This is an optimization exercise on Yosys and OpenROAD, whose aim is small area, a short achievable clock period and few clock cycles per item, not a production implementation.
The RTL was checked by simulation tests, not by an equivalence proof against the original design.
The flow treats the clock pin as an ideal source, which a real chip does not have.

Design SNN, start of the top module:
module SNN(
	clk,
	rst_n,
	in_valid,
	img,
	ker,
	weight,
	out_valid,
	out_data
);
input clk;
input rst_n;
input in_valid;
input [7:0] img;
input [7:0] ker;
input [7:0] weight;
output reg out_valid;
output reg [9:0] out_data;
reg [6:0] cnt;
reg iv1;
always @(posedge clk or negedge rst_n) begin
	if (!rst_n) iv1 <= 1'b0;
	else iv1 <= in_valid;
end
always @(posedge clk or negedge rst_n) begin
	if (!rst_n) cnt <= 7'd0;
	else if (cnt == 7'd75) cnt <= 7'd0;
	else if (iv1 || cnt != 7'd0) cnt <= cnt + 7'd1;
end
reg d_en0, d_en1, d_first, fc_psel, fc_add, fc_rot, di_en, di_k, di_first, di_final;
reg n_d_en0, n_d_en1, n_d_first, n_fc_psel, n_fc_add, n_fc_rot, n_di_en, n_di_k, n_di_first, n_di_final;
always @(*) begin
	{n_d_en0, n_d_en1, n_d_first, n_fc_psel, n_fc_add, n_fc_rot, n_di_en, n_di_k, n_di_first, n_di_final} = 10'd0;
	case (cnt)
		7'd14: {n_d_en0, n_d_en1, n_d_first, n_fc_psel, n_fc_add, n_fc_rot, n_di_en, n_di_k, n_di_first, n_di_final} = 10'b1010000000;
		7'd15: {n_d_en0, n_d_en1, n_d_first, n_fc_psel, n_fc_add, n_fc_rot, n_di_en, n_di_k, n_di_first, n_di_final} = 10'b1000000000;
		7'd16: {n_d_en0, n_d_en1, n_d_first, n_fc_psel, n_fc_add, n_fc_rot, n_di_en, n_di_k, n_di_first, n_di_final} = 10'b0110000000;
  ...
clock: 25.0 ns
lec_check: 0
cap_margin: 40
core_margin: 2
core_utilization: 65
cts_buf_list: sky130_fd_sc_hd__clkbuf_8
slew_margin: 60
synth_hierarchical: 1
standard.sh (not shown) runs the stock make flow with config.mk's settings and CLKGATE_MAP_FILE= SYNTH_SCRIPT=/design/flow/synth_recipe.tcl, a recipe that flattens the netlist after the stock synthesis.
==> flow/flow/run.sh <==
#!/bin/bash
set -o pipefail
cp standard.sh standard_sh.log
export BUFFER_PORTS_ARGS="-buffer_cell sky130_fd_sc_hd__buf_2"
bash standard.sh > standard.log 2>&1
The starting point produced a clean layout.
Testbench counts at the start, summed over its fixed seeds: cycles 9,984, items 128.
Next try:
==> flow/flow/run.sh (replaced) <==
#!/bin/bash
set -eo pipefail
cp standard.sh standard_sh.log
export BUFFER_PORTS_ARGS="-buffer_cell sky130_fd_sc_hd__buf_2"
bash standard.sh cts > standard_cts.log 2>&1
ODB=$(ls orfs/results/*/SNN/base/4_cts.odb)
ODB=$ODB openroad -no_init -exit flow/unroot.tcl > unroot.log 2>&1
bash standard.sh finish > standard_finish.log 2>&1
==> flow/flow/unroot.tcl (new file) <==
# Drop the clock tree's root buffer: the clock port then drives the first
# level of the tree directly (it has only a few loads there).
set f $::env(ODB)
read_db $f
set block [ord::get_db_block]
set clk_bterm [$block findBTerm clk]
set clk_net [$clk_bterm getNet]
set loads {}
foreach it [$clk_net getITerms] { lappend loads $it }
if {[llength $loads] != 1} { puts "UNROOT: clock port has [llength $loads] loads, left as is"; exit 0 }
set root [[lindex $loads 0] getInst]
set master [[$root getMaster] getName]
if {![string match "sky130_fd_sc_hd__clkbuf_*" $master]} { puts "UNROOT: root is $master, left as is"; exit 0 }
set out_net ""
foreach it [$root getITerms] {
  if {[$it isOutputSignal]} { set out_net [$it getNet] }
}
set moved {}
foreach it [$out_net getITerms] {
  if {[$it getInst] != $root} { lappend moved $it }
}
if {[llength $moved] > 4} { puts "UNROOT: root drives [llength $moved] cells, left as is"; exit 0 }
foreach it $moved {
  $it disconnect
  $it connect $clk_net
}
puts "UNROOT: removed [$root getName] ($master), clock port now drives [llength $moved] cells"
odb::dbInst_destroy $root
odb::dbNet_destroy $out_net
write_db $f
--- a/flow/config.mk
+++ b/flow/config.mk
@@ -8,6 +8,7 @@
 export CAP_MARGIN = 40
 export CORE_MARGIN = 2
-export CORE_UTILIZATION = 65
-export CTS_BUF_LIST = sky130_fd_sc_hd__clkbuf_8
+export CORE_UTILIZATION = 40
+export CTS_CLUSTER_DIAMETER = 120
+export CTS_CLUSTER_SIZE = 20
 export SLEW_MARGIN = 60
 export SYNTH_HIERARCHICAL = 1
Outcome: Global-route usage came out lower by 13 points. Die area grows by 61%. Routed wire length increases by 0.33%. Register-to-register slack improved by 120 ps. Critical path depth does not change. Synthesized cell count is unchanged. Worst setup slack improves by 210 ps. Clock-buffer cell count goes down by 37. Via count shrinks by 2.0%.

-- separate check: timing with driven ports --
Ports are ideal in the flow. The routed layouts listed here were re-timed in OpenROAD. Step 1 assumes that a clkbuf_16 drives the clock port and a buf_2 every other input. Step 2 times the ports against the registers' clock, not the clock port: input delays grow and output delays shrink by t, the midpoint of the rising clock arrivals with the driver on. a / b / c = ideal ports / drivers / drivers and shift; a / b = the first two.
run	shift t [ns]	setup WS [ns]	slew at the worst register clock pin (ns)	worst data-port slew with drivers (ns)
the first run	0.708	18.841 / 18.785 / 19.021	0.07 / 0.07	0.05
the second run	0.522	19.051 / 18.972 / 19.142	0.09 / 0.09	0.09
After both steps every run listed still meets setup and hold.
